What follows belongs to an exercise in optimizing a design on an open flow for small area, a short achievable clock period and few clock cycles per item; a production flow would make more cautious choices.
Where RTL was checked, it was by simulation tests only, not by an equivalence proof against the original.
The RTL of run 2 was laid out without a check of its function.
No activity file was given, so power comes from the tool's default toggle rates.

## flow/design.v (module list and top-level ports; edited modules follow where they fit)
// module fpm: 1051 lines
// module fpm_fa: 4 lines
// module fpm_han: 4 lines
module fpm(
  input clk,
  input rst,
  input [31:0] number_in,
  input number_a_valid,
  output number_a_ready,
  input number_b_valid,
  output number_b_ready,
  output [31:0] number_out,
  output result_valid
);
  // ...
==> flow/run.sh <==
#!/bin/bash
# synth_recipe.tcl (not shown) runs the flow's synth.tcl, then flattens the netlist and writes it again
# the make line also repeats each setting of config.mk as NAME=value (left out here)
make -C /OpenROAD-flow-scripts/flow DESIGN_CONFIG=/design/flow/config.mk WORK_HOME=/design/flow/orfs CLKGATE_MAP_FILE= SYNTH_SCRIPT=/design/flow/synth_recipe.tcl finish
==> flow/config.mk <==
export PLATFORM = sky130hd
export DESIGN_NAME = fpm
export DESIGN_NICKNAME = fpm
export VERILOG_FILES = /design/flow/design.v
export SDC_FILE = /design/flow/constraint.sdc
export NUM_CORES = 4
export LEC_CHECK = 0
export CAP_MARGIN = 20
export CORE_MARGIN = 2
export CORE_UTILIZATION = 40
export SETUP_SLACK_MARGIN = 5
export SLEW_MARGIN = 20
export SYNTH_HIERARCHICAL = 1
==> flow/constraint.sdc <==
create_clock -name core_clock -period 9.0 [get_ports {clk}]
set_input_delay 1.8000 -clock core_clock [delete_from_list [all_inputs] [get_ports {clk}]]
set_output_delay 1.8000 -clock core_clock [all_outputs]
set_load 0.01 [all_outputs]
==> notes.md, run 1 <==
outcome: complete, no violations
vias in the first global route: 15220
wire length on met3: 3.755 mm
die area: 50880 um^2
Syn Std Cell Area: 19640 um^2
Worst EP arrival: 2.16 ns
CP startpoint kind: register
hold_buf cts: 0
DR vias/cell: 5.372
CTS buffer count: 31
routing usage on met1: 0.2750
sequential share of cell area: 0.2665
sequential power share: 0.233
Detail Placement HPWL: 37.16 mm
area occupied by multi-input gates: 12950 um^2
Area-dominant class: multi-input combinational cells
synth cell count leaders: nand2_1, fa_1, dfxtp_1
Worst Tran Pin Value: 1.006 ns
post-route ant nets: 0
ClkCell Share: 0.04716
clock-pin slew on the worst setup and hold paths: 0.06 ns
CTS tree: done
Fin Setup TNS: 0 ns
buffers and inverters on the worst path: 1
grt met3 use: 0.03760
Testbench counts, summed over its fixed seeds: cycles 6,440, items 3,200.
==> module fpm, before the edit <==
module fpm(
  input clk,
  input rst,
  input [31:0] number_in,
  input number_a_valid,
  output number_a_ready,
  input number_b_valid,
  output number_b_ready,
  output [31:0] number_out,
  output result_valid
);
  reg phase;             
  reg nrm_a, nrm_b;      
  reg vx, vy, vz, vw;    
  reg slow;              
  reg rv;
  reg [31:0] ra, rb;
  reg [4:0]  k;          
  reg [12:0] mm;         
  reg [36:0] tsn, tcn;   
  reg        c13, stlo;  
  reg [9:0]  s1_e;       
  reg        s1_s, s1_nan, s1_inf, s1_zero, s1_slow;
  reg [25:0] sig;        
  reg [9:0]  e;          
  reg        le0;        
  reg        s2_s, s2_nan, s2_inf, s2_zero;
  reg [31:0] out;
  wire [7:0] ea = ra[30:23];
  wire [7:0] eb = rb[30:23];
  wire ha = |ea;
  wire hb = |eb;
  wire [23:0] ma = {ha, ra[22:0]};
  wire [23:0] mb = {hb, rb[22:0]};
  wire fa0 = ~|ra[22:0];
  wire fb0 = ~|rb[22:0];
  wire a_zero = ~ha & fa0;
  wire b_zero = ~hb & fb0;
  wire a_max = &ea;
  wire b_max = &eb;
  wire a_nan = a_max & ~fa0;
  wire b_nan = b_max & ~fb0;
  wire a_inf = a_max & fa0;
  wire b_inf = b_max & fb0;
  wire [7:0] ein = number_in[30:23];
  wire in_f0 = ~|number_in[22:0];
  wire in_sub = ~|ein & ~in_f0;
  wire in_spec = (~|ein & in_f0) | &ein;
  wire a_sub = ~ha & ~fa0;
  wire a_spec = a_zero | a_max;
  wire go_a = a_sub & ~in_sub & ~in_spec;
  wire go_b = in_sub & ~a_sub & ~a_spec;
  wire normalising = nrm_a | nrm_b;
  wire vx_next;
  wire a_fire = number_a_valid & ~phase & ~normalising;
  wire b_fire = number_b_valid & phase & ~slow;
  assign number_a_ready = ~phase & ~normalising;
  assign number_b_ready = phase & ~slow;
  assign result_valid = rv;
  assign number_out = out;
  assign vx_next = rst & ((b_fire & ~go_a & ~go_b) | (nrm_a & ra[22]) | (nrm_b & rb[22]));
  wire [23:0] acc_s = ~tsn[36:13] & {24{~vx}};
  wire [23:0] acc_c = ~tcn[36:13] & {24{~vx}};
  wire [36:0] tree_sn, tree_cn;
  wire t1 = ~(mb[0] & mm[0]);
  wire t2 = ~(acc_s[0]);
  wire t3 = ~(acc_c[0]);
  wire t4 = ~(mb[1] & mm[0]);
  wire t5 = ~(mb[0] & mm[1]);
  wire t6 = ~(acc_s[1]);
  wire t7 = ~(acc_c[1]);
  wire t8 = ~(mb[2] & mm[0]);
  wire t9 = ~(mb[1] & mm[1]);
  wire t10 = ~(mb[0] & mm[2]);
  wire t11 = ~(acc_s[2]);
  wire t12 = ~(acc_c[2]);
  wire t13 = ~(mb[3] & mm[0]);
  wire t14 = ~(mb[2] & mm[1]);
  wire t15 = ~(mb[1] & mm[2]);
  wire t16 = ~(mb[0] & mm[3]);
  wire t17 = ~(acc_s[3]);
  wire t18 = ~(acc_c[3]);
  wire t19 = ~(mb[4] & mm[0]);
  wire t20 = ~(mb[3] & mm[1]);
  wire t21 = ~(mb[2] & mm[2]);
  wire t22 = ~(mb[1] & mm[3]);
  wire t23 = ~(mb[0] & mm[4]);
  wire t24 = ~(acc_s[4]);
  wire t25 = ~(acc_c[4]);
  wire t26 = ~(mb[5] & mm[0]);
  wire t27 = ~(mb[4] & mm[1]);
  wire t28 = ~(mb[3] & mm[2]);
  wire t29 = ~(mb[2] & mm[3]);
  wire t30 = ~(mb[1] & mm[4]);
  wire t31 = ~(mb[0] & mm[5]);
  wire t32 = ~(acc_s[5]);
  wire t33 = ~(acc_c[5]);
  wire t34 = ~(mb[6] & mm[0]);
  wire t35 = ~(mb[5] & mm[1]);
  wire t36 = ~(mb[4] & mm[2]);
  wire t37 = ~(mb[3] & mm[3]);
  wire t38 = ~(mb[2] & mm[4]);
  wire t39 = ~(mb[1] & mm[5]);
  wire t40 = ~(mb[0] & mm[6]);
  wire t41 = ~(acc_s[6]);
  wire t42 = ~(acc_c[6]);
  wire t43 = ~(mb[7] & mm[0]);
  wire t44 = ~(mb[6] & mm[1]);
  wire t45 = ~(mb[5] & mm[2]);
  wire t46 = ~(mb[4] & mm[3]);
  wire t47 = ~(mb[3] & mm[4]);
  wire t48 = ~(mb[2] & mm[5]);
  wire t49 = ~(mb[1] & mm[6]);
  wire t50 = ~(mb[0] & mm[7]);
  wire t51 = ~(acc_s[7]);
  wire t52 = ~(acc_c[7]);
  wire t53 = ~(mb[8] & mm[0]);
  wire t54 = ~(mb[7] & mm[1]);
  wire t55 = ~(mb[6] & mm[2]);
  wire t56 = ~(mb[5] & mm[3]);
  wire t57 = ~(mb[4] & mm[4]);
  wire t58 = ~(mb[3] & mm[5]);
  wire t59 = ~(mb[2] & mm[6]);
  wire t60 = ~(mb[1] & mm[7]);
  wire t61 = ~(mb[0] & mm[8]);
  wire t62 = ~(acc_s[8]);
  wire t63 = ~(acc_c[8]);
  wire t64 = ~(mb[9] & mm[0]);
  wire t65 = ~(mb[8] & mm[1]);
  wire t66 = ~(mb[7] & mm[2]);
  wire t67 = ~(mb[6] & mm[3]);
  wire t68 = ~(mb[5] & mm[4]);
  wire t69 = ~(mb[4] & mm[5]);
  wire t70 = ~(mb[3] & mm[6]);
  wire t71 = ~(mb[2] & mm[7]);
  wire t72 = ~(mb[1] & mm[8]);
  wire t73 = ~(mb[0] & mm[9]);
  wire t74 = ~(acc_s[9]);
  wire t75 = ~(acc_c[9]);
  wire t76 = ~(mb[10] & mm[0]);
  wire t77 = ~(mb[9] & mm[1]);
  wire t78 = ~(mb[8] & mm[2]);
  wire t79 = ~(mb[7] & mm[3]);
  wire t80 = ~(mb[6] & mm[4]);
  wire t81 = ~(mb[5] & mm[5]);
  wire t82 = ~(mb[4] & mm[6]);
  wire t83 = ~(mb[3] & mm[7]);
  wire t84 = ~(mb[2] & mm[8]);
  wire t85 = ~(mb[1] & mm[9]);
  wire t86 = ~(mb[0] & mm[10]);
  wire t87 = ~(acc_s[10]);
  wire t88 = ~(acc_c[10]);
  wire t89 = ~((mb[0] & mm[11]) | (acc_s[11]));
  wire t90 = ~(mb[11] & mm[0]);
  wire t91 = ~(mb[10] & mm[1]);
  wire t92 = ~(mb[9] & mm[2]);
  wire t93 = ~(mb[8] & mm[3]);
  wire t94 = ~(mb[7] & mm[4]);
  wire t95 = ~(mb[6] & mm[5]);
  wire t96 = ~(mb[5] & mm[6]);
  wire t97 = ~(mb[4] & mm[7]);
  wire t98 = ~(mb[3] & mm[8]);
  wire t99 = ~(mb[2] & mm[9]);
  wire t100 = ~(mb[1] & mm[10]);
  wire t101 = ~(acc_c[11]);
  wire t102 = ~((mb[1] & mm[11]) | (acc_s[12]));
  wire t103 = ~((mb[0] & mm[12]) | (acc_c[12]));
  wire t104 = ~(mb[12] & mm[0]);
  wire t105 = ~(mb[11] & mm[1]);
  wire t106 = ~(mb[10] & mm[2]);
  wire t107 = ~(mb[9] & mm[3]);
  wire t108 = ~(mb[8] & mm[4]);
  wire t109 = ~(mb[7] & mm[5]);
  wire t110 = ~(mb[6] & mm[6]);
  wire t111 = ~(mb[5] & mm[7]);
  wire t112 = ~(mb[4] & mm[8]);
  wire t113 = ~(mb[3] & mm[9]);
  wire t114 = ~(mb[2] & mm[10]);
  wire t115 = ~((mb[2] & mm[11]) | (acc_s[13]));
  wire t116 = ~((mb[1] & mm[12]) | (acc_c[13]));
  wire t117 = ~(mb[13] & mm[0]);
  wire t118 = ~(mb[12] & mm[1]);
  wire t119 = ~(mb[11] & mm[2]);
  wire t120 = ~(mb[10] & mm[3]);
  wire t121 = ~(mb[9] & mm[4]);
  wire t122 = ~(mb[8] & mm[5]);
  wire t123 = ~(mb[7] & mm[6]);
  wire t124 = ~(mb[6] & mm[7]);
  wire t125 = ~(mb[5] & mm[8]);
  wire t126 = ~(mb[4] & mm[9]);
  wire t127 = ~(mb[3] & mm[10]);
  wire t128 = ~((mb[3] & mm[11]) | (acc_s[14]));
  wire t129 = ~((mb[2] & mm[12]) | (acc_c[14]));
  wire t130 = ~(mb[14] & mm[0]);
  wire t131 = ~(mb[13] & mm[1]);
  wire t132 = ~(mb[12] & mm[2]);
  wire t133 = ~(mb[11] & mm[3]);
  wire t134 = ~(mb[10] & mm[4]);
  wire t135 = ~(mb[9] & mm[5]);
  wire t136 = ~(mb[8] & mm[6]);
  wire t137 = ~(mb[7] & mm[7]);
  wire t138 = ~(mb[6] & mm[8]);
  wire t139 = ~(mb[5] & mm[9]);
  wire t140 = ~(mb[4] & mm[10]);
  wire t141 = ~((mb[4] & mm[11]) | (acc_s[15]));
  wire t142 = ~((mb[3] & mm[12]) | (acc_c[15]));
  wire t143 = ~(mb[15] & mm[0]);
  wire t144 = ~(mb[14] & mm[1]);
  wire t145 = ~(mb[13] & mm[2]);
  wire t146 = ~(mb[12] & mm[3]);
  wire t147 = ~(mb[11] & mm[4]);
  wire t148 = ~(mb[10] & mm[5]);
  wire t149 = ~(mb[9] & mm[6]);
  wire t150 = ~(mb[8] & mm[7]);
  wire t151 = ~(mb[7] & mm[8]);
  wire t152 = ~(mb[6] & mm[9]);
  wire t153 = ~(mb[5] & mm[10]);
  wire t154 = ~((mb[5] & mm[11]) | (acc_s[16]));
  wire t155 = ~((mb[4] & mm[12]) | (acc_c[16]));
  wire t156 = ~(mb[16] & mm[0]);
  wire t157 = ~(mb[15] & mm[1]);
  wire t158 = ~(mb[14] & mm[2]);
  wire t159 = ~(mb[13] & mm[3]);
  wire t160 = ~(mb[12] & mm[4]);
  wire t161 = ~(mb[11] & mm[5]);
  wire t162 = ~(mb[10] & mm[6]);
  wire t163 = ~(mb[9] & mm[7]);
  wire t164 = ~(mb[8] & mm[8]);
  wire t165 = ~(mb[7] & mm[9]);
  wire t166 = ~(mb[6] & mm[10]);
  wire t167 = ~((mb[6] & mm[11]) | (acc_s[17]));
  wire t168 = ~((mb[5] & mm[12]) | (acc_c[17]));
  wire t169 = ~(mb[17] & mm[0]);
  wire t170 = ~(mb[16] & mm[1]);
  wire t171 = ~(mb[15] & mm[2]);
  wire t172 = ~(mb[14] & mm[3]);
  wire t173 = ~(mb[13] & mm[4]);
  wire t174 = ~(mb[12] & mm[5]);
  wire t175 = ~(mb[11] & mm[6]);
  wire t176 = ~(mb[10] & mm[7]);
  wire t177 = ~(mb[9] & mm[8]);
  wire t178 = ~(mb[8] & mm[9]);
  wire t179 = ~(mb[7] & mm[10]);
  wire t180 = ~((mb[7] & mm[11]) | (acc_s[18]));
  wire t181 = ~((mb[6] & mm[12]) | (acc_c[18]));
  wire t182 = ~(mb[18] & mm[0]);
  wire t183 = ~(mb[17] & mm[1]);
  wire t184 = ~(mb[16] & mm[2]);
  wire t185 = ~(mb[15] & mm[3]);
  wire t186 = ~(mb[14] & mm[4]);
  wire t187 = ~(mb[13] & mm[5]);
  wire t188 = ~(mb[12] & mm[6]);
  wire t189 = ~(mb[11] & mm[7]);
  wire t190 = ~(mb[10] & mm[8]);
  wire t191 = ~(mb[9] & mm[9]);
  wire t192 = ~(mb[8] & mm[10]);
  wire t193 = ~((mb[8] & mm[11]) | (acc_s[19]));
  wire t194 = ~((mb[7] & mm[12]) | (acc_c[19]));
  wire t195 = ~(mb[19] & mm[0]);
  wire t196 = ~(mb[18] & mm[1]);
  wire t197 = ~(mb[17] & mm[2]);
  wire t198 = ~(mb[16] & mm[3]);
  wire t199 = ~(mb[15] & mm[4]);
  wire t200 = ~(mb[14] & mm[5]);
  wire t201 = ~(mb[13] & mm[6]);
  wire t202 = ~(mb[12] & mm[7]);
  wire t203 = ~(mb[11] & mm[8]);
  wire t204 = ~(mb[10] & mm[9]);
  wire t205 = ~(mb[9] & mm[10]);
  wire t206 = ~((mb[9] & mm[11]) | (acc_s[20]));
  wire t207 = ~((mb[8] & mm[12]) | (acc_c[20]));
  wire t208 = ~(mb[20] & mm[0]);
  wire t209 = ~(mb[19] & mm[1]);
  wire t210 = ~(mb[18] & mm[2]);
  wire t211 = ~(mb[17] & mm[3]);
  wire t212 = ~(mb[16] & mm[4]);
  wire t213 = ~(mb[15] & mm[5]);
  wire t214 = ~(mb[14] & mm[6]);
  wire t215 = ~(mb[13] & mm[7]);
  wire t216 = ~(mb[12] & mm[8]);
  wire t217 = ~(mb[11] & mm[9]);
  wire t218 = ~(mb[10] & mm[10]);
  wire t219 = ~((mb[10] & mm[11]) | (acc_s[21]));
  wire t220 = ~((mb[9] & mm[12]) | (acc_c[21]));
  wire t221 = ~(mb[21] & mm[0]);
  wire t222 = ~(mb[20] & mm[1]);
  wire t223 = ~(mb[19] & mm[2]);
  wire t224 = ~(mb[18] & mm[3]);
  wire t225 = ~(mb[17] & mm[4]);
  wire t226 = ~(mb[16] & mm[5]);
  wire t227 = ~(mb[15] & mm[6]);
  wire t228 = ~(mb[14] & mm[7]);
  wire t229 = ~(mb[13] & mm[8]);
  wire t230 = ~(mb[12] & mm[9]);
  wire t231 = ~(mb[11] & mm[10]);
  wire t232 = ~((mb[11] & mm[11]) | (acc_s[22]));
  wire t233 = ~((mb[10] & mm[12]) | (acc_c[22]));
  wire t234 = ~(mb[22] & mm[0]);
  wire t235 = ~(mb[21] & mm[1]);
  wire t236 = ~(mb[20] & mm[2]);
  wire t237 = ~(mb[19] & mm[3]);
  wire t238 = ~(mb[18] & mm[4]);
  wire t239 = ~(mb[17] & mm[5]);
  wire t240 = ~(mb[16] & mm[6]);
  wire t241 = ~(mb[15] & mm[7]);
  wire t242 = ~(mb[14] & mm[8]);
  wire t243 = ~(mb[13] & mm[9]);
  wire t244 = ~(mb[12] & mm[10]);
  wire t245 = ~((mb[12] & mm[11]) | (acc_s[23]));
  wire t246 = ~((mb[11] & mm[12]) | (acc_c[23]));
  wire t247 = ~(mb[23] & mm[0]);
  wire t248 = ~(mb[22] & mm[1]);
  wire t249 = ~(mb[21] & mm[2]);
  wire t250 = ~(mb[20] & mm[3]);
  wire t251 = ~(mb[19] & mm[4]);
  wire t252 = ~(mb[18] & mm[5]);
  wire t253 = ~(mb[17] & mm[6]);
  wire t254 = ~(mb[16] & mm[7]);
  wire t255 = ~(mb[15] & mm[8]);
  wire t256 = ~(mb[14] & mm[9]);
  wire t257 = ~(mb[13] & mm[10]);
  wire t258 = ~(mb[23] & mm[1]);
  wire t259 = ~(mb[22] & mm[2]);
  wire t260 = ~(mb[21] & mm[3]);
  wire t261 = ~(mb[20] & mm[4]);
  wire t262 = ~(mb[19] & mm[5]);
  wire t263 = ~(mb[18] & mm[6]);
  wire t264 = ~(mb[17] & mm[7]);
  wire t265 = ~(mb[16] & mm[8]);
  wire t266 = ~(mb[15] & mm[9]);
  wire t267 = ~(mb[14] & mm[10]);
  wire t268 = ~(mb[13] & mm[11]);
  wire t269 = ~(mb[12] & mm[12]);
  wire t270 = ~(mb[23] & mm[2]);
  wire t271 = ~(mb[22] & mm[3]);
  wire t272 = ~(mb[21] & mm[4]);
  wire t273 = ~(mb[20] & mm[5]);
  wire t274 = ~(mb[19] & mm[6]);
  wire t275 = ~(mb[18] & mm[7]);
  wire t276 = ~(mb[17] & mm[8]);
  wire t277 = ~(mb[16] & mm[9]);
  wire t278 = ~(mb[15] & mm[10]);
  wire t279 = ~(mb[14] & mm[11]);
  wire t280 = ~(mb[13] & mm[12]);
  wire t281 = ~(mb[23] & mm[3]);
  wire t282 = ~(mb[22] & mm[4]);
  wire t283 = ~(mb[21] & mm[5]);
  wire t284 = ~(mb[20] & mm[6]);
  wire t285 = ~(mb[19] & mm[7]);
  wire t286 = ~(mb[18] & mm[8]);
  wire t287 = ~(mb[17] & mm[9]);
  wire t288 = ~(mb[16] & mm[10]);
  wire t289 = ~(mb[15] & mm[11]);
  wire t290 = ~(mb[14] & mm[12]);
  wire t291 = ~(mb[23] & mm[4]);
  wire t292 = ~(mb[22] & mm[5]);
  wire t293 = ~(mb[21] & mm[6]);
  wire t294 = ~(mb[20] & mm[7]);
  wire t295 = ~(mb[19] & mm[8]);
  wire t296 = ~(mb[18] & mm[9]);
  wire t297 = ~(mb[17] & mm[10]);
  wire t298 = ~(mb[16] & mm[11]);
  wire t299 = ~(mb[15] & mm[12]);
  wire t300 = ~(mb[23] & mm[5]);
  wire t301 = ~(mb[22] & mm[6]);
  wire t302 = ~(mb[21] & mm[7]);
  wire t303 = ~(mb[20] & mm[8]);
  wire t304 = ~(mb[19] & mm[9]);
  wire t305 = ~(mb[18] & mm[10]);
  wire t306 = ~(mb[17] & mm[11]);
  wire t307 = ~(mb[16] & mm[12]);
  wire t308 = ~(mb[23] & mm[6]);
  wire t309 = ~(mb[22] & mm[7]);
  wire t310 = ~(mb[21] & mm[8]);
  wire t311 = ~(mb[20] & mm[9]);
  wire t312 = ~(mb[19] & mm[10]);
  wire t313 = ~(mb[18] & mm[11]);
  wire t314 = ~(mb[17] & mm[12]);
  wire t315 = ~(mb[23] & mm[7]);
  wire t316 = ~(mb[22] & mm[8]);
  wire t317 = ~(mb[21] & mm[9]);
  wire t318 = ~(mb[20] & mm[10]);
  wire t319 = ~(mb[19] & mm[11]);
  wire t320 = ~(mb[18] & mm[12]);
  wire t321 = ~(mb[23] & mm[8]);
  wire t322 = ~(mb[22] & mm[9]);
  wire t323 = ~(mb[21] & mm[10]);
  wire t324 = ~(mb[20] & mm[11]);
  wire t325 = ~(mb[19] & mm[12]);
  wire t326 = ~(mb[23] & mm[9]);
  wire t327 = ~(mb[22] & mm[10]);
  wire t328 = ~(mb[21] & mm[11]);
  wire t329 = ~(mb[20] & mm[12]);
  wire t330 = ~(mb[23] & mm[10]);
  wire t331 = ~(mb[22] & mm[11]);
  wire t332 = ~(mb[21] & mm[12]);
  wire t333 = ~(mb[23] & mm[11]);
  wire t334 = ~(mb[22] & mm[12]);
  wire t335 = ~(mb[23] & mm[12]);
  wire t336, t337;
  fpm_han u_t336 (.an(t43), .bn(t44), .sn(t336), .con(t337));
  wire t338, t339;
  fpm_fa u_t338 (.a(t53), .b(t54), .c(t55), .s(t338), .co(t339));
  wire t340, t341;
  fpm_han u_t340 (.an(t56), .bn(t57), .sn(t340), .con(t341));
  wire t342, t343;
  fpm_fa u_t342 (.a(t64), .b(t65), .c(t66), .s(t342), .co(t343));
  wire t344, t345;
  fpm_fa u_t344 (.a(t67), .b(t68), .c(t69), .s(t344), .co(t345));
  wire t346, t347;
  fpm_han u_t346 (.an(t70), .bn(t71), .sn(t346), .con(t347));
  wire t348, t349;
  fpm_fa u_t348 (.a(t76), .b(t77), .c(t78), .s(t348), .co(t349));
  wire t350, t351;
  fpm_fa u_t350 (.a(t79), .b(t80), .c(t81), .s(t350), .co(t351));
  wire t352, t353;
  fpm_fa u_t352 (.a(t82), .b(t83), .c(t84), .s(t352), .co(t353));
  wire t354, t355;
  fpm_han u_t354 (.an(t85), .bn(t86), .sn(t354), .con(t355));
  wire t356, t357;
  fpm_fa u_t356 (.a(t89), .b(t90), .c(t91), .s(t356), .co(t357));
  wire t358, t359;
  fpm_fa u_t358 (.a(t92), .b(t93), .c(t94), .s(t358), .co(t359));
  wire t360, t361;
  fpm_fa u_t360 (.a(t95), .b(t96), .c(t97), .s(t360), .co(t361));
  wire t362, t363;
  fpm_fa u_t362 (.a(t98), .b(t99), .c(t100), .s(t362), .co(t363));
  wire t364, t365;
  fpm_fa u_t364 (.a(t102), .b(t103), .c(t104), .s(t364), .co(t365));
  wire t366, t367;
  fpm_fa u_t366 (.a(t105), .b(t106), .c(t107), .s(t366), .co(t367));
  wire t368, t369;
  fpm_fa u_t368 (.a(t108), .b(t109), .c(t110), .s(t368), .co(t369));
  wire t370, t371;
  fpm_fa u_t370 (.a(t111), .b(t112), .c(t113), .s(t370), .co(t371));
  wire t372, t373;
  fpm_fa u_t372 (.a(t115), .b(t116), .c(t117), .s(t372), .co(t373));
  wire t374, t375;
  fpm_fa u_t374 (.a(t118), .b(t119), .c(t120), .s(t374), .co(t375));
  wire t376, t377;
  fpm_fa u_t376 (.a(t121), .b(t122), .c(t123), .s(t376), .co(t377));
  wire t378, t379;
  fpm_fa u_t378 (.a(t124), .b(t125), .c(t126), .s(t378), .co(t379));
  wire t380, t381;
  fpm_fa u_t380 (.a(t128), .b(t129), .c(t130), .s(t380), .co(t381));
  wire t382, t383;
  fpm_fa u_t382 (.a(t131), .b(t132), .c(t133), .s(t382), .co(t383));
  wire t384, t385;
  fpm_fa u_t384 (.a(t134), .b(t135), .c(t136), .s(t384), .co(t385));
  wire t386, t387;
  fpm_fa u_t386 (.a(t137), .b(t138), .c(t139), .s(t386), .co(t387));
  wire t388, t389;
  fpm_fa u_t388 (.a(t141), .b(t142), .c(t143), .s(t388), .co(t389));
  wire t390, t391;
  fpm_fa u_t390 (.a(t144), .b(t145), .c(t146), .s(t390), .co(t391));
  wire t392, t393;
  fpm_fa u_t392 (.a(t147), .b(t148), .c(t149), .s(t392), .co(t393));
  wire t394, t395;
  fpm_fa u_t394 (.a(t150), .b(t151), .c(t152), .s(t394), .co(t395));
  wire t396, t397;
  fpm_fa u_t396 (.a(t154), .b(t155), .c(t156), .s(t396), .co(t397));
  wire t398, t399;
  fpm_fa u_t398 (.a(t157), .b(t158), .c(t159), .s(t398), .co(t399));
  wire t400, t401;
  fpm_fa u_t400 (.a(t160), .b(t161), .c(t162), .s(t400), .co(t401));
  wire t402, t403;
  fpm_fa u_t402 (.a(t163), .b(t164), .c(t165), .s(t402), .co(t403));
  wire t404, t405;
  fpm_fa u_t404 (.a(t167), .b(t168), .c(t169), .s(t404), .co(t405));
  wire t406, t407;
  fpm_fa u_t406 (.a(t170), .b(t171), .c(t172), .s(t406), .co(t407));
  wire t408, t409;
  fpm_fa u_t408 (.a(t173), .b(t174), .c(t175), .s(t408), .co(t409));
  wire t410, t411;
  fpm_fa u_t410 (.a(t176), .b(t177), .c(t178), .s(t410), .co(t411));
  wire t412, t413;
  fpm_fa u_t412 (.a(t180), .b(t181), .c(t182), .s(t412), .co(t413));
  wire t414, t415;
  fpm_fa u_t414 (.a(t183), .b(t184), .c(t185), .s(t414), .co(t415));
  wire t416, t417;
  fpm_fa u_t416 (.a(t186), .b(t187), .c(t188), .s(t416), .co(t417));
  wire t418, t419;
  fpm_fa u_t418 (.a(t189), .b(t190), .c(t191), .s(t418), .co(t419));
  wire t420, t421;
  fpm_fa u_t420 (.a(t193), .b(t194), .c(t195), .s(t420), .co(t421));
  wire t422, t423;
  fpm_fa u_t422 (.a(t196), .b(t197), .c(t198), .s(t422), .co(t423));
  wire t424, t425;
  fpm_fa u_t424 (.a(t199), .b(t200), .c(t201), .s(t424), .co(t425));
  wire t426, t427;
  fpm_fa u_t426 (.a(t202), .b(t203), .c(t204), .s(t426), .co(t427));
  wire t428, t429;
  fpm_fa u_t428 (.a(t206), .b(t207), .c(t208), .s(t428), .co(t429));
  wire t430, t431;
  fpm_fa u_t430 (.a(t209), .b(t210), .c(t211), .s(t430), .co(t431));
  wire t432, t433;
  fpm_fa u_t432 (.a(t212), .b(t213), .c(t214), .s(t432), .co(t433));
  wire t434, t435;
  fpm_fa u_t434 (.a(t215), .b(t216), .c(t217), .s(t434), .co(t435));
  wire t436, t437;
  fpm_fa u_t436 (.a(t219), .b(t220), .c(t221), .s(t436), .co(t437));
  wire t438, t439;
  fpm_fa u_t438 (.a(t222), .b(t223), .c(t224), .s(t438), .co(t439));
  wire t440, t441;
  fpm_fa u_t440 (.a(t225), .b(t226), .c(t227), .s(t440), .co(t441));
  wire t442, t443;
  fpm_fa u_t442 (.a(t228), .b(t229), .c(t230), .s(t442), .co(t443));
  wire t444, t445;
  fpm_fa u_t444 (.a(t232), .b(t233), .c(t234), .s(t444), .co(t445));
  wire t446, t447;
  fpm_fa u_t446 (.a(t235), .b(t236), .c(t237), .s(t446), .co(t447));
  wire t448, t449;
  fpm_fa u_t448 (.a(t238), .b(t239), .c(t240), .s(t448), .co(t449));
  wire t450, t451;
  fpm_fa u_t450 (.a(t241), .b(t242), .c(t243), .s(t450), .co(t451));
  wire t452, t453;
  fpm_fa u_t452 (.a(t245), .b(t246), .c(t247), .s(t452), .co(t453));
  wire t454, t455;
  fpm_fa u_t454 (.a(t248), .b(t249), .c(t250), .s(t454), .co(t455));
  wire t456, t457;
  fpm_fa u_t456 (.a(t251), .b(t252), .c(t253), .s(t456), .co(t457));
  wire t458, t459;
  fpm_fa u_t458 (.a(t254), .b(t255), .c(t256), .s(t458), .co(t459));
  wire t460, t461;
  fpm_fa u_t460 (.a(t258), .b(t259), .c(t260), .s(t460), .co(t461));
  wire t462, t463;
  fpm_fa u_t462 (.a(t261), .b(t262), .c(t263), .s(t462), .co(t463));
  wire t464, t465;
  fpm_fa u_t464 (.a(t264), .b(t265), .c(t266), .s(t464), .co(t465));
  wire t466, t467;
  fpm_han u_t466 (.an(t267), .bn(t268), .sn(t466), .con(t467));
  wire t468, t469;
  fpm_fa u_t468 (.a(t270), .b(t271), .c(t272), .s(t468), .co(t469));
  wire t470, t471;
  fpm_fa u_t470 (.a(t273), .b(t274), .c(t275), .s(t470), .co(t471));
  wire t472, t473;
  fpm_fa u_t472 (.a(t276), .b(t277), .c(t278), .s(t472), .co(t473));
  wire t474, t475;
  fpm_fa u_t474 (.a(t281), .b(t282), .c(t283), .s(t474), .co(t475));
  wire t476, t477;
  fpm_fa u_t476 (.a(t284), .b(t285), .c(t286), .s(t476), .co(t477));
  wire t478, t479;
  fpm_fa u_t478 (.a(t291), .b(t292), .c(t293), .s(t478), .co(t479));
  wire t480, t481;
  fpm_han u_t480 (.an(t19), .bn(t20), .sn(t480), .con(t481));
  wire t482, t483;
  fpm_fa u_t482 (.a(t26), .b(t27), .c(t28), .s(t482), .co(t483));
  wire t484, t485;
  fpm_han u_t484 (.an(t29), .bn(t30), .sn(t484), .con(t485));
  wire t486, t487;
  fpm_fa u_t486 (.a(t34), .b(t35), .c(t36), .s(t486), .co(t487));
  wire t488, t489;
  fpm_fa u_t488 (.a(t37), .b(t38), .c(t39), .s(t488), .co(t489));
  wire t490, t491;
  fpm_han u_t490 (.an(t40), .bn(t41), .sn(t490), .con(t491));
  wire t492, t493;
  fpm_fa u_t492 (.a(t336), .b(t45), .c(t46), .s(t492), .co(t493));
  wire t494, t495;
  fpm_fa u_t494 (.a(t47), .b(t48), .c(t49), .s(t494), .co(t495));
  wire t496, t497;
  fpm_fa u_t496 (.a(t50), .b(t51), .c(t52), .s(t496), .co(t497));
  wire t498, t499;
  fpm_fa u_t498 (.a(t337), .b(t338), .c(t340), .s(t498), .co(t499));
  wire t500, t501;
  fpm_fa u_t500 (.a(t58), .b(t59), .c(t60), .s(t500), .co(t501));
  wire t502, t503;
  fpm_fa u_t502 (.a(t61), .b(t62), .c(t63), .s(t502), .co(t503));
  wire t504, t505;
  fpm_fa u_t504 (.a(t339), .b(t341), .c(t342), .s(t504), .co(t505));
  wire t506, t507;
  fpm_fa u_t506 (.a(t344), .b(t346), .c(t72), .s(t506), .co(t507));
  wire t508, t509;
  fpm_fa u_t508 (.a(t73), .b(t74), .c(t75), .s(t508), .co(t509));
  wire t510, t511;
  fpm_fa u_t510 (.a(t343), .b(t345), .c(t347), .s(t510), .co(t511));
  wire t512, t513;
  fpm_fa u_t512 (.a(t348), .b(t350), .c(t352), .s(t512), .co(t513));
  wire t514, t515;
  fpm_fa u_t514 (.a(t354), .b(t87), .c(t88), .s(t514), .co(t515));
  wire t516, t517;
  fpm_fa u_t516 (.a(t349), .b(t351), .c(t353), .s(t516), .co(t517));
  wire t518, t519;
  fpm_fa u_t518 (.a(t355), .b(t356), .c(t358), .s(t518), .co(t519));
  wire t520, t521;
  fpm_fa u_t520 (.a(t360), .b(t362), .c(t101), .s(t520), .co(t521));
  wire t522, t523;
  fpm_fa u_t522 (.a(t357), .b(t359), .c(t361), .s(t522), .co(t523));
  wire t524, t525;
  fpm_fa u_t524 (.a(t363), .b(t364), .c(t366), .s(t524), .co(t525));
  wire t526, t527;
  fpm_fa u_t526 (.a(t368), .b(t370), .c(t114), .s(t526), .co(t527));
  wire t528, t529;
  fpm_fa u_t528 (.a(t365), .b(t367), .c(t369), .s(t528), .co(t529));
  wire t530, t531;
  fpm_fa u_t530 (.a(t371), .b(t372), .c(t374), .s(t530), .co(t531));
  wire t532, t533;
  fpm_fa u_t532 (.a(t376), .b(t378), .c(t127), .s(t532), .co(t533));
  wire t534, t535;
  fpm_fa u_t534 (.a(t373), .b(t375), .c(t377), .s(t534), .co(t535));
  wire t536, t537;
  fpm_fa u_t536 (.a(t379), .b(t380), .c(t382), .s(t536), .co(t537));
  wire t538, t539;
  fpm_fa u_t538 (.a(t384), .b(t386), .c(t140), .s(t538), .co(t539));
  wire t540, t541;
  fpm_fa u_t540 (.a(t381), .b(t383), .c(t385), .s(t540), .co(t541));
  wire t542, t543;
  fpm_fa u_t542 (.a(t387), .b(t388), .c(t390), .s(t542), .co(t543));
  wire t544, t545;
  fpm_fa u_t544 (.a(t392), .b(t394), .c(t153), .s(t544), .co(t545));
  wire t546, t547;
  fpm_fa u_t546 (.a(t389), .b(t391), .c(t393), .s(t546), .co(t547));
  wire t548, t549;
  fpm_fa u_t548 (.a(t395), .b(t396), .c(t398), .s(t548), .co(t549));
  wire t550, t551;
  fpm_fa u_t550 (.a(t400), .b(t402), .c(t166), .s(t550), .co(t551));
  wire t552, t553;
  fpm_fa u_t552 (.a(t397), .b(t399), .c(t401), .s(t552), .co(t553));
  wire t554, t555;
  fpm_fa u_t554 (.a(t403), .b(t404), .c(t406), .s(t554), .co(t555));
  wire t556, t557;
  fpm_fa u_t556 (.a(t408), .b(t410), .c(t179), .s(t556), .co(t557));
  wire t558, t559;
  fpm_fa u_t558 (.a(t405), .b(t407), .c(t409), .s(t558), .co(t559));
  wire t560, t561;
  fpm_fa u_t560 (.a(t411), .b(t412), .c(t414), .s(t560), .co(t561));
  wire t562, t563;
  fpm_fa u_t562 (.a(t416), .b(t418), .c(t192), .s(t562), .co(t563));
  wire t564, t565;
  fpm_fa u_t564 (.a(t413), .b(t415), .c(t417), .s(t564), .co(t565));
  wire t566, t567;
  fpm_fa u_t566 (.a(t419), .b(t420), .c(t422), .s(t566), .co(t567));
  wire t568, t569;
  fpm_fa u_t568 (.a(t424), .b(t426), .c(t205), .s(t568), .co(t569));
  wire t570, t571;
  fpm_fa u_t570 (.a(t421), .b(t423), .c(t425), .s(t570), .co(t571));
  wire t572, t573;
  fpm_fa u_t572 (.a(t427), .b(t428), .c(t430), .s(t572), .co(t573));
  wire t574, t575;
  fpm_fa u_t574 (.a(t432), .b(t434), .c(t218), .s(t574), .co(t575));
  wire t576, t577;
  fpm_fa u_t576 (.a(t429), .b(t431), .c(t433), .s(t576), .co(t577));
  wire t578, t579;
  fpm_fa u_t578 (.a(t435), .b(t436), .c(t438), .s(t578), .co(t579));
  wire t580, t581;
  fpm_fa u_t580 (.a(t440), .b(t442), .c(t231), .s(t580), .co(t581));
  wire t582, t583;
  fpm_fa u_t582 (.a(t437), .b(t439), .c(t441), .s(t582), .co(t583));
  wire t584, t585;
  fpm_fa u_t584 (.a(t443), .b(t444), .c(t446), .s(t584), .co(t585));
  wire t586, t587;
  fpm_fa u_t586 (.a(t448), .b(t450), .c(t244), .s(t586), .co(t587));
  wire t588, t589;
  fpm_fa u_t588 (.a(t445), .b(t447), .c(t449), .s(t588), .co(t589));
  wire t590, t591;
  fpm_fa u_t590 (.a(t451), .b(t452), .c(t454), .s(t590), .co(t591));
  wire t592, t593;
  fpm_fa u_t592 (.a(t456), .b(t458), .c(t257), .s(t592), .co(t593));
  wire t594, t595;
  fpm_fa u_t594 (.a(t453), .b(t455), .c(t457), .s(t594), .co(t595));
  wire t596, t597;
  fpm_fa u_t596 (.a(t459), .b(t460), .c(t462), .s(t596), .co(t597));
  wire t598, t599;
  fpm_fa u_t598 (.a(t464), .b(t466), .c(t269), .s(t598), .co(t599));
  wire t600, t601;
  fpm_fa u_t600 (.a(t461), .b(t463), .c(t465), .s(t600), .co(t601));
  wire t602, t603;
  fpm_fa u_t602 (.a(t467), .b(t468), .c(t470), .s(t602), .co(t603));
  wire t604, t605;
  fpm_fa u_t604 (.a(t472), .b(t279), .c(t280), .s(t604), .co(t605));
  wire t606, t607;
  fpm_fa u_t606 (.a(t469), .b(t471), .c(t473), .s(t606), .co(t607));
  wire t608, t609;
  fpm_fa u_t608 (.a(t474), .b(t476), .c(t287), .s(t608), .co(t609));
  wire t610, t611;
  fpm_fa u_t610 (.a(t288), .b(t289), .c(t290), .s(t610), .co(t611));
  wire t612, t613;
  fpm_fa u_t612 (.a(t475), .b(t477), .c(t478), .s(t612), .co(t613));
  wire t614, t615;
  fpm_fa u_t614 (.a(t294), .b(t295), .c(t296), .s(t614), .co(t615));
  wire t616, t617;
  fpm_fa u_t616 (.a(t297), .b(t298), .c(t299), .s(t616), .co(t617));
  wire t618, t619;
  fpm_fa u_t618 (.a(t479), .b(t300), .c(t301), .s(t618), .co(t619));
  wire t620, t621;
  fpm_fa u_t620 (.a(t302), .b(t303), .c(t304), .s(t620), .co(t621));
  wire t622, t623;
  fpm_fa u_t622 (.a(t305), .b(t306), .c(t307), .s(t622), .co(t623));
  wire t624, t625;
  fpm_fa u_t624 (.a(t308), .b(t309), .c(t310), .s(t624), .co(t625));
  wire t626, t627;
  fpm_fa u_t626 (.a(t311), .b(t312), .c(t313), .s(t626), .co(t627));
  wire t628, t629;
  fpm_fa u_t628 (.a(t315), .b(t316), .c(t317), .s(t628), .co(t629));
  wire t630, t631;
  fpm_han u_t630 (.an(t8), .bn(t9), .sn(t630), .con(t631));
  wire t632, t633;
  fpm_fa u_t632 (.a(t13), .b(t14), .c(t15), .s(t632), .co(t633));
  wire t634, t635;
  fpm_han u_t634 (.an(t16), .bn(t17), .sn(t634), .con(t635));
  wire t636, t637;
  fpm_fa u_t636 (.a(t480), .b(t21), .c(t22), .s(t636), .co(t637));
  wire t638, t639;
  fpm_fa u_t638 (.a(t23), .b(t24), .c(t25), .s(t638), .co(t639));
  wire t640, t641;
  fpm_fa u_t640 (.a(t481), .b(t482), .c(t484), .s(t640), .co(t641));
  wire t642, t643;
  fpm_fa u_t642 (.a(t31), .b(t32), .c(t33), .s(t642), .co(t643));
  wire t644, t645;
  fpm_fa u_t644 (.a(t483), .b(t485), .c(t486), .s(t644), .co(t645));
  wire t646, t647;
  fpm_fa u_t646 (.a(t488), .b(t490), .c(t42), .s(t646), .co(t647));
  wire t648, t649;
  fpm_fa u_t648 (.a(t487), .b(t489), .c(t491), .s(t648), .co(t649));
  wire t650, t651;
  fpm_fa u_t650 (.a(t492), .b(t494), .c(t496), .s(t650), .co(t651));
  wire t652, t653;
  fpm_fa u_t652 (.a(t493), .b(t495), .c(t497), .s(t652), .co(t653));
  wire t654, t655;
  fpm_fa u_t654 (.a(t498), .b(t500), .c(t502), .s(t654), .co(t655));
  wire t656, t657;
  fpm_fa u_t656 (.a(t499), .b(t501), .c(t503), .s(t656), .co(t657));
  wire t658, t659;
  fpm_fa u_t658 (.a(t504), .b(t506), .c(t508), .s(t658), .co(t659));
  wire t660, t661;
  fpm_fa u_t660 (.a(t505), .b(t507), .c(t509), .s(t660), .co(t661));
  wire t662, t663;
  fpm_fa u_t662 (.a(t510), .b(t512), .c(t514), .s(t662), .co(t663));
  wire t664, t665;
  fpm_fa u_t664 (.a(t511), .b(t513), .c(t515), .s(t664), .co(t665));
  wire t666, t667;
  fpm_fa u_t666 (.a(t516), .b(t518), .c(t520), .s(t666), .co(t667));
  wire t668, t669;
  fpm_fa u_t668 (.a(t517), .b(t519), .c(t521), .s(t668), .co(t669));
  wire t670, t671;
  fpm_fa u_t670 (.a(t522), .b(t524), .c(t526), .s(t670), .co(t671));
  wire t672, t673;
  fpm_fa u_t672 (.a(t523), .b(t525), .c(t527), .s(t672), .co(t673));
  wire t674, t675;
  fpm_fa u_t674 (.a(t528), .b(t530), .c(t532), .s(t674), .co(t675));
  wire t676, t677;
  fpm_fa u_t676 (.a(t529), .b(t531), .c(t533), .s(t676), .co(t677));
  wire t678, t679;
  fpm_fa u_t678 (.a(t534), .b(t536), .c(t538), .s(t678), .co(t679));
  wire t680, t681;
  fpm_fa u_t680 (.a(t535), .b(t537), .c(t539), .s(t680), .co(t681));
  wire t682, t683;
  fpm_fa u_t682 (.a(t540), .b(t542), .c(t544), .s(t682), .co(t683));
  wire t684, t685;
  fpm_fa u_t684 (.a(t541), .b(t543), .c(t545), .s(t684), .co(t685));
  wire t686, t687;
  fpm_fa u_t686 (.a(t546), .b(t548), .c(t550), .s(t686), .co(t687));
  wire t688, t689;
  fpm_fa u_t688 (.a(t547), .b(t549), .c(t551), .s(t688), .co(t689));
  wire t690, t691;
  fpm_fa u_t690 (.a(t552), .b(t554), .c(t556), .s(t690), .co(t691));
  wire t692, t693;
  fpm_fa u_t692 (.a(t553), .b(t555), .c(t557), .s(t692), .co(t693));
  wire t694, t695;
  fpm_fa u_t694 (.a(t558), .b(t560), .c(t562), .s(t694), .co(t695));
  wire t696, t697;
  fpm_fa u_t696 (.a(t559), .b(t561), .c(t563), .s(t696), .co(t697));
  wire t698, t699;
  fpm_fa u_t698 (.a(t564), .b(t566), .c(t568), .s(t698), .co(t699));
  wire t700, t701;
  fpm_fa u_t700 (.a(t565), .b(t567), .c(t569), .s(t700), .co(t701));
  wire t702, t703;
  fpm_fa u_t702 (.a(t570), .b(t572), .c(t574), .s(t702), .co(t703));
  wire t704, t705;
  fpm_fa u_t704 (.a(t571), .b(t573), .c(t575), .s(t704), .co(t705));
  wire t706, t707;
  fpm_fa u_t706 (.a(t576), .b(t578), .c(t580), .s(t706), .co(t707));
  wire t708, t709;
  fpm_fa u_t708 (.a(t577), .b(t579), .c(t581), .s(t708), .co(t709));
  wire t710, t711;
  fpm_fa u_t710 (.a(t582), .b(t584), .c(t586), .s(t710), .co(t711));
  wire t712, t713;
  fpm_fa u_t712 (.a(t583), .b(t585), .c(t587), .s(t712), .co(t713));
  wire t714, t715;
  fpm_fa u_t714 (.a(t588), .b(t590), .c(t592), .s(t714), .co(t715));
  wire t716, t717;
  fpm_fa u_t716 (.a(t589), .b(t591), .c(t593), .s(t716), .co(t717));
  wire t718, t719;
  fpm_fa u_t718 (.a(t594), .b(t596), .c(t598), .s(t718), .co(t719));
  wire t720, t721;
  fpm_fa u_t720 (.a(t595), .b(t597), .c(t599), .s(t720), .co(t721));
  wire t722, t723;
  fpm_fa u_t722 (.a(t600), .b(t602), .c(t604), .s(t722), .co(t723));
  wire t724, t725;
  fpm_fa u_t724 (.a(t601), .b(t603), .c(t605), .s(t724), .co(t725));
  wire t726, t727;
  fpm_fa u_t726 (.a(t606), .b(t608), .c(t610), .s(t726), .co(t727));
  wire t728, t729;
  fpm_fa u_t728 (.a(t607), .b(t609), .c(t611), .s(t728), .co(t729));
  wire t730, t731;
  fpm_fa u_t730 (.a(t612), .b(t614), .c(t616), .s(t730), .co(t731));
  wire t732, t733;
  fpm_fa u_t732 (.a(t613), .b(t615), .c(t617), .s(t732), .co(t733));
  wire t734, t735;
  fpm_fa u_t734 (.a(t618), .b(t620), .c(t622), .s(t734), .co(t735));
  wire t736, t737;
  fpm_fa u_t736 (.a(t619), .b(t621), .c(t623), .s(t736), .co(t737));
  wire t738, t739;
  fpm_fa u_t738 (.a(t624), .b(t626), .c(t314), .s(t738), .co(t739));
  wire t740, t741;
  fpm_fa u_t740 (.a(t625), .b(t627), .c(t628), .s(t740), .co(t741));
  wire t742, t743;
  fpm_fa u_t742 (.a(t318), .b(t319), .c(t320), .s(t742), .co(t743));
  wire t744, t745;
  fpm_fa u_t744 (.a(t629), .b(t321), .c(t322), .s(t744), .co(t745));
  wire t746, t747;
  fpm_fa u_t746 (.a(t323), .b(t324), .c(t325), .s(t746), .co(t747));
  wire t748, t749;
  fpm_fa u_t748 (.a(t326), .b(t327), .c(t328), .s(t748), .co(t749));
  wire t750, t751;
  fpm_han u_t750 (.an(t4), .bn(t5), .sn(t750), .con(t751));
  wire t752, t753;
  fpm_fa u_t752 (.a(t630), .b(t10), .c(t11), .s(t752), .co(t753));
  wire t754, t755;
  fpm_fa u_t754 (.a(t631), .b(t632), .c(t634), .s(t754), .co(t755));
  wire t756, t757;
  fpm_fa u_t756 (.a(t633), .b(t635), .c(t636), .s(t756), .co(t757));
  wire t758, t759;
  fpm_fa u_t758 (.a(t637), .b(t639), .c(t640), .s(t758), .co(t759));
  wire t760, t761;
  fpm_fa u_t760 (.a(t641), .b(t643), .c(t644), .s(t760), .co(t761));
  wire t762, t763;
  fpm_fa u_t762 (.a(t645), .b(t647), .c(t648), .s(t762), .co(t763));
  wire t764, t765;
  fpm_fa u_t764 (.a(t649), .b(t651), .c(t652), .s(t764), .co(t765));
  wire t766, t767;
  fpm_fa u_t766 (.a(t653), .b(t655), .c(t656), .s(t766), .co(t767));
  wire t768, t769;
  fpm_fa u_t768 (.a(t657), .b(t659), .c(t660), .s(t768), .co(t769));
  wire t770, t771;
  fpm_fa u_t770 (.a(t661), .b(t663), .c(t664), .s(t770), .co(t771));
  wire t772, t773;
  fpm_fa u_t772 (.a(t665), .b(t667), .c(t668), .s(t772), .co(t773));
  wire t774, t775;
  fpm_fa u_t774 (.a(t669), .b(t671), .c(t672), .s(t774), .co(t775));
  wire t776, t777;
  fpm_fa u_t776 (.a(t673), .b(t675), .c(t676), .s(t776), .co(t777));
  wire t778, t779;
  fpm_fa u_t778 (.a(t677), .b(t679), .c(t680), .s(t778), .co(t779));
  wire t780, t781;
  fpm_fa u_t780 (.a(t681), .b(t683), .c(t684), .s(t780), .co(t781));
  wire t782, t783;
  fpm_fa u_t782 (.a(t685), .b(t687), .c(t688), .s(t782), .co(t783));
  wire t784, t785;
  fpm_fa u_t784 (.a(t689), .b(t691), .c(t692), .s(t784), .co(t785));
  wire t786, t787;
  fpm_fa u_t786 (.a(t693), .b(t695), .c(t696), .s(t786), .co(t787));
  wire t788, t789;
  fpm_fa u_t788 (.a(t697), .b(t699), .c(t700), .s(t788), .co(t789));
  wire t790, t791;
  fpm_fa u_t790 (.a(t701), .b(t703), .c(t704), .s(t790), .co(t791));
  wire t792, t793;
  fpm_fa u_t792 (.a(t705), .b(t707), .c(t708), .s(t792), .co(t793));
  wire t794, t795;
  fpm_fa u_t794 (.a(t709), .b(t711), .c(t712), .s(t794), .co(t795));
  wire t796, t797;
  fpm_fa u_t796 (.a(t713), .b(t715), .c(t716), .s(t796), .co(t797));
  wire t798, t799;
  fpm_fa u_t798 (.a(t717), .b(t719), .c(t720), .s(t798), .co(t799));
  wire t800, t801;
  fpm_fa u_t800 (.a(t721), .b(t723), .c(t724), .s(t800), .co(t801));
  wire t802, t803;
  fpm_fa u_t802 (.a(t725), .b(t727), .c(t728), .s(t802), .co(t803));
  wire t804, t805;
  fpm_fa u_t804 (.a(t729), .b(t731), .c(t732), .s(t804), .co(t805));
  wire t806, t807;
  fpm_fa u_t806 (.a(t733), .b(t735), .c(t736), .s(t806), .co(t807));
  wire t808, t809;
  fpm_fa u_t808 (.a(t737), .b(t739), .c(t740), .s(t808), .co(t809));
  wire t810, t811;
  fpm_fa u_t810 (.a(t741), .b(t743), .c(t744), .s(t810), .co(t811));
  wire t812, t813;
  fpm_fa u_t812 (.a(t745), .b(t747), .c(t748), .s(t812), .co(t813));
  wire t814, t815;
  fpm_fa u_t814 (.a(t749), .b(t330), .c(t331), .s(t814), .co(t815));
  wire t816, t817;
  fpm_han u_t816 (.an(t1), .bn(t2), .sn(t816), .con(t817));
  wire t818, t819;
  fpm_fa u_t818 (.a(t750), .b(t6), .c(t7), .s(t818), .co(t819));
  wire t820, t821;
  fpm_fa u_t820 (.a(t751), .b(t752), .c(t12), .s(t820), .co(t821));
  wire t822, t823;
  fpm_fa u_t822 (.a(t753), .b(t754), .c(t18), .s(t822), .co(t823));
  wire t824, t825;
  fpm_fa u_t824 (.a(t755), .b(t756), .c(t638), .s(t824), .co(t825));
  wire t826, t827;
  fpm_fa u_t826 (.a(t757), .b(t758), .c(t642), .s(t826), .co(t827));
  wire t828, t829;
  fpm_fa u_t828 (.a(t759), .b(t760), .c(t646), .s(t828), .co(t829));
  wire t830, t831;
  fpm_fa u_t830 (.a(t761), .b(t762), .c(t650), .s(t830), .co(t831));
  wire t832, t833;
  fpm_fa u_t832 (.a(t763), .b(t764), .c(t654), .s(t832), .co(t833));
  wire t834, t835;
  fpm_fa u_t834 (.a(t765), .b(t766), .c(t658), .s(t834), .co(t835));
  wire t836, t837;
  fpm_fa u_t836 (.a(t767), .b(t768), .c(t662), .s(t836), .co(t837));
  wire t838, t839;
  fpm_fa u_t838 (.a(t769), .b(t770), .c(t666), .s(t838), .co(t839));
  wire t840, t841;
  fpm_fa u_t840 (.a(t771), .b(t772), .c(t670), .s(t840), .co(t841));
  wire t842, t843;
  fpm_fa u_t842 (.a(t773), .b(t774), .c(t674), .s(t842), .co(t843));
  wire t844, t845;
  fpm_fa u_t844 (.a(t775), .b(t776), .c(t678), .s(t844), .co(t845));
  wire t846, t847;
  fpm_fa u_t846 (.a(t777), .b(t778), .c(t682), .s(t846), .co(t847));
  wire t848, t849;
  fpm_fa u_t848 (.a(t779), .b(t780), .c(t686), .s(t848), .co(t849));
  wire t850, t851;
  fpm_fa u_t850 (.a(t781), .b(t782), .c(t690), .s(t850), .co(t851));
  wire t852, t853;
  fpm_fa u_t852 (.a(t783), .b(t784), .c(t694), .s(t852), .co(t853));
  wire t854, t855;
  fpm_fa u_t854 (.a(t785), .b(t786), .c(t698), .s(t854), .co(t855));
  wire t856, t857;
  fpm_fa u_t856 (.a(t787), .b(t788), .c(t702), .s(t856), .co(t857));
  wire t858, t859;
  fpm_fa u_t858 (.a(t789), .b(t790), .c(t706), .s(t858), .co(t859));
  wire t860, t861;
  fpm_fa u_t860 (.a(t791), .b(t792), .c(t710), .s(t860), .co(t861));
  wire t862, t863;
  fpm_fa u_t862 (.a(t793), .b(t794), .c(t714), .s(t862), .co(t863));
  wire t864, t865;
  fpm_fa u_t864 (.a(t795), .b(t796), .c(t718), .s(t864), .co(t865));
  wire t866, t867;
  fpm_fa u_t866 (.a(t797), .b(t798), .c(t722), .s(t866), .co(t867));
  wire t868, t869;
  fpm_fa u_t868 (.a(t799), .b(t800), .c(t726), .s(t868), .co(t869));
  wire t870, t871;
  fpm_fa u_t870 (.a(t801), .b(t802), .c(t730), .s(t870), .co(t871));
  wire t872, t873;
  fpm_fa u_t872 (.a(t803), .b(t804), .c(t734), .s(t872), .co(t873));
  wire t874, t875;
  fpm_fa u_t874 (.a(t805), .b(t806), .c(t738), .s(t874), .co(t875));
  wire t876, t877;
  fpm_fa u_t876 (.a(t807), .b(t808), .c(t742), .s(t876), .co(t877));
  wire t878, t879;
  fpm_fa u_t878 (.a(t809), .b(t810), .c(t746), .s(t878), .co(t879));
  wire t880, t881;
  fpm_fa u_t880 (.a(t811), .b(t812), .c(t329), .s(t880), .co(t881));
  wire t882, t883;
  fpm_fa u_t882 (.a(t813), .b(t814), .c(t332), .s(t882), .co(t883));
  wire t884, t885;
  fpm_fa u_t884 (.a(t815), .b(t333), .c(t334), .s(t884), .co(t885));
  assign tree_sn = {1'b1, t885, t883, t881, t879, t877, t875, t873, t871, t869, t867, t865, t863, t861, t859, t857, t855, t853, t851, t849, t847, t845, t843, t841, t839, t837, t835, t833, t831, t829, t827, t825, t823, t821, t819, t817, t816};
  assign tree_cn = {1'b1, t335, t884, t882, t880, t878, t876, t874, t872, t870, t868, t866, t864, t862, t860, t858, t856, t854, t852, t850, t848, t846, t844, t842, t840, t838, t836, t834, t832, t830, t828, t826, t824, t822, t820, t818, t3};
  wire [9:0] ex = {2'b00, ea | {7'd0, ~ha}} + {2'b00, eb | {7'd0, ~hb}} - 10'd126 - {5'd0, k};
  wire x_nan = a_nan | b_nan | (a_inf & b_zero) | (b_inf & a_zero);
  wire x_inf = (a_inf | b_inf) & ~x_nan;
  wire x_zero = (a_zero | b_zero) & ~x_nan & ~x_inf;
  wire [13:0] lo = {1'b0, ~tsn[12:0]} + {1'b0, ~tcn[12:0]};
  wire [34:0] phn = tsn[34:0] + tcn[34:0] + {34'd0, ~c13};
  wire [34:0] ph = ~phn;   
  wire        p47 = ph[34];
  wire [25:0] sig_z = p47 ? {ph[34:10], stlo | |ph[9:0]} : {ph[33:9], stlo | |ph[8:0]};
  wire [9:0]  s1_em1 = s1_e - 10'd1;
  wire [9:0]  e_z = p47 ? s1_e : s1_em1;
  wire        le0_z = p47 ? (s1_e[9] | (s1_e == 10'd0)) : (s1_em1[9] | (s1_em1 == 10'd0));
  wire busy = vw & ~s2_nan & ~s2_inf & ~s2_zero & le0;
  wire [22:0] mant = sig[24:2];
  wire        inc  = sig[1] & (sig[0] | mant[0]);
  wire [9:0]  fe   = e & {10{sig[25]}};
  wire [32:0] rnd  = {fe, mant} + {32'd0, inc};
  wire        ovf  = rnd[32:23] >= 10'd255;
  wire [31:0] res_w = s2_nan  ? {s2_s, 31'h7fc00000} :
                      s2_zero ? {s2_s, 31'd0} :
                      (s2_inf | ovf) ? {s2_s, 8'hff, 23'd0} :
                      {s2_s, rnd[30:0]};
  always @(posedge clk) begin
    if (a_fire)
      ra <= number_in;
    else if (nrm_a) begin
      ra[22:0] <= {ra[21:0], 1'b0};
      if (ra[22]) ra[30:23] <= 8'd1;
    end
    if (b_fire)
      rb <= number_in;
    else if (nrm_b) begin
      rb[22:0] <= {rb[21:0], 1'b0};
      if (rb[22]) rb[30:23] <= 8'd1;
    end
    if (b_fire)
      k <= 5'd0;
    else if (normalising)
      k <= k + 5'd1;
    if (vx) begin
      s1_e <= ex;
      s1_s <= (ra[31] ^ rb[31]) & ~(a_nan | b_nan);
      s1_nan <= x_nan;
      s1_inf <= x_inf;
      s1_zero <= x_zero;
    end
    tsn <= tree_sn;
    tcn <= tree_cn;
    c13 <= lo[13];
    stlo <= |lo[12:0];
    if (vx_next)
      mm <= nrm_a ? {ra[11:0], 1'b0} : ra[12:0];
    else
      mm <= {2'b00, ma[23:13]};
    if (!busy) begin
      sig <= sig_z;
      e <= e_z;
      le0 <= le0_z;
      s2_s <= s1_s;
    end else begin
      sig <= {1'b0, sig[25:2], sig[1] | sig[0]};
      e <= e + 10'd1;
      le0 <= e[9];
    end
    s2_nan <= s1_nan & ~busy;
    s2_inf <= s1_inf & ~busy;
    s2_zero <= s1_zero & ~busy;
    out <= res_w;
    if (rst == 0) begin
      phase <= 1'b0;
      nrm_a <= 1'b0;
      nrm_b <= 1'b0;
      vx <= 1'b0;
      vy <= 1'b0;
      vz <= 1'b0;
      vw <= 1'b0;
      slow <= 1'b0;
      rv <= 1'b0;
    end else begin
      if (a_fire) phase <= 1'b1;
      else if (b_fire) phase <= 1'b0;
      if (b_fire) begin
        nrm_a <= go_a;
        nrm_b <= go_b;
      end else begin
        if (nrm_a & ra[22]) nrm_a <= 1'b0;
        if (nrm_b & rb[22]) nrm_b <= 1'b0;
      end
      vx <= vx_next;
      vy <= vx;
      vz <= vy;
      vw <= vz | busy;
      rv <= vw & ~busy;
      if (vx & ~x_nan & ~x_inf & ~x_zero & (ex[9] | (ex[9:1] == 9'd0)))
        slow <= 1'b1;
      else if (vw & ~busy & ~vy & ~vz)
        slow <= 1'b0;        
    end
  end
endmodule
==> run 2: changes to the inputs <==
--- a/flow/design.v
+++ b/flow/design.v
@@ -15,6 +15,7 @@
   reg vx, vy, vz, vw;    
   reg slow;              
   reg rv;
+  reg ar_q, br_q;        
   reg [31:0] ra, rb;
   reg [4:0]  k;          
   reg [12:0] mm;         
@@ -53,12 +54,17 @@
   wire go_b = in_sub & ~a_sub & ~a_spec;
   wire normalising = nrm_a | nrm_b;
   wire vx_next;
-  wire a_fire = number_a_valid & ~phase & ~normalising;
-  wire b_fire = number_b_valid & phase & ~slow;
-  assign number_a_ready = ~phase & ~normalising;
-  assign number_b_ready = phase & ~slow;
+  wire a_fire = number_a_valid & ar_q;
+  wire b_fire = number_b_valid & br_q;
+  assign number_a_ready = ar_q;
+  assign number_b_ready = br_q;
   assign result_valid = rv;
   assign number_out = out;
+  wire phase_n = a_fire | (phase & ~b_fire);
+  wire nrm_a_n = b_fire ? go_a : (nrm_a & ~ra[22]);
+  wire nrm_b_n = b_fire ? go_b : (nrm_b & ~rb[22]);
+  wire slow_set = vx & ~x_nan & ~x_inf & ~x_zero & (ex[9] | (ex[9:1] == 9'd0));
+  wire slow_n = slow_set | (slow & ~(vw & ~busy & ~vy & ~vz));
   assign vx_next = rst & ((b_fire & ~go_a & ~go_b) | (nrm_a & ra[22]) | (nrm_b & rb[22]));
   wire [23:0] acc_s = ~tsn[36:13] & {24{~vx}};
   wire [23:0] acc_c = ~tcn[36:13] & {24{~vx}};
@@ -1000,10 +1006,14 @@
     tcn <= tree_cn;
     c13 <= lo[13];
     stlo <= |lo[12:0];
-    if (vx_next)
-      mm <= nrm_a ? {ra[11:0], 1'b0} : ra[12:0];
-    else
+    if (b_fire)
+      mm <= ra[12:0];
+    else if (vx)
       mm <= {2'b00, ma[23:13]};
+    else if (nrm_a)
+      mm <= {ra[11:0], 1'b0};
+    else
+      mm <= ra[12:0];
     if (!busy) begin
       sig <= sig_z;
       e <= e_z;
@@ -1028,25 +1038,20 @@
       vw <= 1'b0;
       slow <= 1'b0;
       rv <= 1'b0;
+      ar_q <= 1'b1;      
+      br_q <= 1'b0;
     end else begin
-      if (a_fire) phase <= 1'b1;
-      else if (b_fire) phase <= 1'b0;
-      if (b_fire) begin
-        nrm_a <= go_a;
-        nrm_b <= go_b;
-      end else begin
-        if (nrm_a & ra[22]) nrm_a <= 1'b0;
-        if (nrm_b & rb[22]) nrm_b <= 1'b0;
-      end
+      phase <= phase_n;
+      nrm_a <= nrm_a_n;
+      nrm_b <= nrm_b_n;
       vx <= vx_next;
       vy <= vx;
       vz <= vy;
       vw <= vz | busy;
       rv <= vw & ~busy;
-      if (vx & ~x_nan & ~x_inf & ~x_zero & (ex[9] | (ex[9:1] == 9'd0)))
-        slow <= 1'b1;
-      else if (vw & ~busy & ~vy & ~vz)
-        slow <= 1'b0;        
+      slow <= slow_n;
+      ar_q <= ~phase_n & ~nrm_a_n & ~nrm_b_n;
+      br_q <= phase_n & ~slow_n;
     end
   end
 endmodule
==> flow/flow/run.sh (new file) <==
#!/bin/bash
set -euo pipefail
bash standard.sh SETUP_SLACK_MARGIN=6 finish > standard.log 2>&1
==> flow/standard.sh (new file) <==
#!/bin/bash
# synth_recipe.tcl (not shown) runs the flow's synth.tcl, then flattens the netlist and writes it again
# the make line also repeats each setting of config.mk as NAME=value (left out here)
make -C /OpenROAD-flow-scripts/flow DESIGN_CONFIG=/design/flow/config.mk WORK_HOME=/design/flow/orfs CLKGATE_MAP_FILE= SYNTH_SCRIPT=/design/flow/synth_recipe.tcl "${@:-finish}"
removed: flow/run.sh
==> run 2 against run 1 <==
  * Flip-flop and latch count increased by 2
  * Clock skew is 0.00080 ns higher
  * Non-clock buffer count grew 175
  * Critical endpoint is now tcn[24]
  * Highest routed layer unchanged
==> notes.md, run 2 <==
Regs by FF count: tcn: 36 flops, tsn: 36 flops (unchanged)
xor and xnor area share after synthesis: 0.04029 (was 0.04186)
root buffer cell: clkbuf_16 (unchanged)
max incr delay on CP: 0.55 ns (was 0.65 ns)
Synth area leader: fa_1 (unchanged)
dpl cells: 2670 (was 2669)
Gate Count Post-Synth: 2014 (was 2029)
clock tree buffer depth: 3 (unchanged)
H-tree depth reported by CTS: 1 (unchanged)
Final Slew Violations: 0 (unchanged)
gpl congestion: 0.8580 (was 0.8355)
die area: 51250 um^2 (was 50880 um^2)
Tmin final: 3.636 ns (was 3.960 ns)
syn_nets: 2402 (was 2417)
Pwr Density: 400.1 nW/um^2 (was 376.8 nW/um^2)
DR vias/cell: 5.462 (was 5.372)
cell breakdown of the critical path: nor4_4, nand2_1, buf_12, nand2_4, fa_1, fa_2, fa_2, fa_1, fa_2 (was nor2b_1, clkdlybuf4s50_1)
Detail Placement HPWL: 38.02 mm (was 37.16 mm)
first-pass GRT wire length: 92.90 mm (was 82.81 mm)
most common cell in the netlist: nand2_1 (unchanged)
vias in the first global route: 16440 (was 15220)
drt wl/cell: 21.19 um (was 18.83 um)
Ports: 71 (unchanged)
Achievable Freq: 0.2750 GHz (was 0.2525 GHz)
total number of vias: 15840 (was 14650)
CP Data Required Time: 9.50 ns (was 7.20 ns)
diode count: 0 (unchanged)
area occupied by multi-input gates: 14400 um^2 (was 12950 um^2)
most frequent cells in the layout: nand2_1, fa_2, dfxtp_1 (was nand2_1, fa_1, dfxtp_1)
CTS tree: done (unchanged)
Die W: 226.4 um (was 225.6 um)
Fin Setup TNS: 0 ns (unchanged)
Worst Hold Slack: 0.3539 ns (was 0.3427 ns)
Core Footprint: 48850 um^2 (was 48750 um^2)
Synth Area in Compound Gates: 0.08608 (was 0.08308)
post-route ant nets: 0 (unchanged)
crit path kind: register to register (was register to output pin)
buffers and inverters on the worst path: 1 (unchanged)
simple-gate share of the synthesized area: 0.1760 (was 0.1834)
CP startpoint kind: register (unchanged)
sequential standard cell area: 5919 um^2 (was 5848 um^2)
clock-pin slew on the worst setup and hold paths: 0.06 ns (about the same)
layout cell share with drive strength beyond 1: 0.3069 (was 0.08192)
area grow syn2layout: 30.95% (was 11.73%)
clk sinks: 254 (was 252)
largest family of logic cells by synthesized area: adder cells (unchanged)
worst vdd ir: 0.2653 mV (was 0.2130 mV)
Worst Tran Pin Value: 0.8856 ns (was 1.006 ns)
Syn Std Cell Area: 19780 um^2 (was 19640 um^2)
Non-Filler Instances: 2899 (was 2727)
register area share after synthesis: 0.2970 (was 0.2972)
synth unique cells: 79 (was 68)
Ys Warns: 7 (unchanged)
main flop type after synthesis: dfxtp_1 (unchanged)
Row Count: 81 (unchanged)
outcome: complete, no violations (unchanged)
WL final: 61.42 mm (was 51.34 mm)
CTS buffer count: 29 (was 31)
Adder-Cell Fraction of Synth Area: 0.3259 (was 0.3283)
Syn Area/Cell: 9.822 um^2 (was 9.678 um^2)
Clock Latency Late Sink: 0.58 ns (was 0.59 ns)
drt first pass iters: 6 (unchanged)
Worst EP arrival: 4.14 ns (was 2.16 ns)
synth cell count leaders: nand2_1, fa_1, dfxtp_1 (unchanged)
die height: 226.4 um (was 225.6 um)
cell family with most CP delay: adder cells (was buffers and inverters)
Final Hold Viols: 0 (unchanged)
Post-synth EDFFs: 79 (unchanged)
port bufs: 70 (unchanged)
multiplexer share of the synthesized area: 0.02884 (was 0.02032)
Area contributors post-synth: fa_1, dfxtp_1, edfxtp_1 (unchanged)
## run 2: changes by cell type in the layout (fill, tap and decap cells not counted), moves of 27 or more
cell,change
buf_12,+55
clkdlybuf4s50_1,-36
buf_4,+69
buf_6,+27
fa_1,-162
fa_2,+162
nand2_1,-43
dlygate4sd2_1,+28
a21oi_2,+46
a21oi_1,-49
## run 2: what timing repair did
action,4_1_cts,5_1_grt
cloned,19,4
pin swaps,179,96
hold buffers,0,0
setup endpoints to repair,249,145
setup buffers,126,26
endpoints found under the hold margin,0,0
resized for setup,328,120
## run 2: path summary, 6_finish.rpt
| kind | startpoint | cells after the start | end | slack, ns |
|---|---|---|---|---|
| setup / recovery | rb[25] | 9 | tcn[24] | 5.36 |
| hold reg to reg | s2_s | 0 | out[31] | 0.35 |
| hold / removal | s2_s | 0 | out[31] | 0.35 |
| setup reg to reg | rb[25] | 9 | tcn[24] | 5.36 |
## run 2: final cells by class
class | count | area share
well taps | 664 | 0.03207
repair buffers | 260 | 0.1278
inverters | 130 | 0.01908
clock inverters | 15 | 0.005989
clock buffers | 39 | 0.03067
flip-flops and latches | 254 | 0.2285
multi-input cells | 1537 | 0.5559
## run 2: kinds of logic (layout without fill, tap and decap cells)
logic type	count (synthesis)	count (layout)
AND/OR/NAND/NOR	780	786
adder cells (fa/ha/maj)	352	352
AO/OA/AOI/OAI	260	260
flip-flops	254	254
buffers and inverters	229	444
XOR/XNOR	91	91
multiplexers	48	48
## run 2: metal layers
metal  GRT usage  share of wire  up-vias
li1            -              -     7058
met1      0.2938           0.40     7890
met2      0.3982           0.47      691
met3     0.04859          0.076      196
met4      0.1108          0.050        0
met5           0              0        -
## run 2: report_power, final
group,switching [mW],total [mW],leakage (nW),internal [mW]
Clock,0.494,1.20,0.472,0.704
Sequential,0.323,1.95,2.21,1.63
Combinational,3.61,7.22,7.57,3.61
## run 2: stage by stage
step	power, mW	setup slack [ns]	utilization	area, um^2
global route	11.13	5.267	0.5303	25900
finish	10.36	5.364	0.5303	25900
floorplan	6.420	5.608	-	20310
detailed placement	7.856	4.928	0.4386	21430
global placement	7.691	4.640	0.4381	21400
CTS	10.05	5.444	0.5150	25160
## run 2: modules after synthesis (local to each module, per instance)
module   area (um^2)  times used
fpm            14190           1
fpm_han        27.53          12
fpm_fa         20.02         263
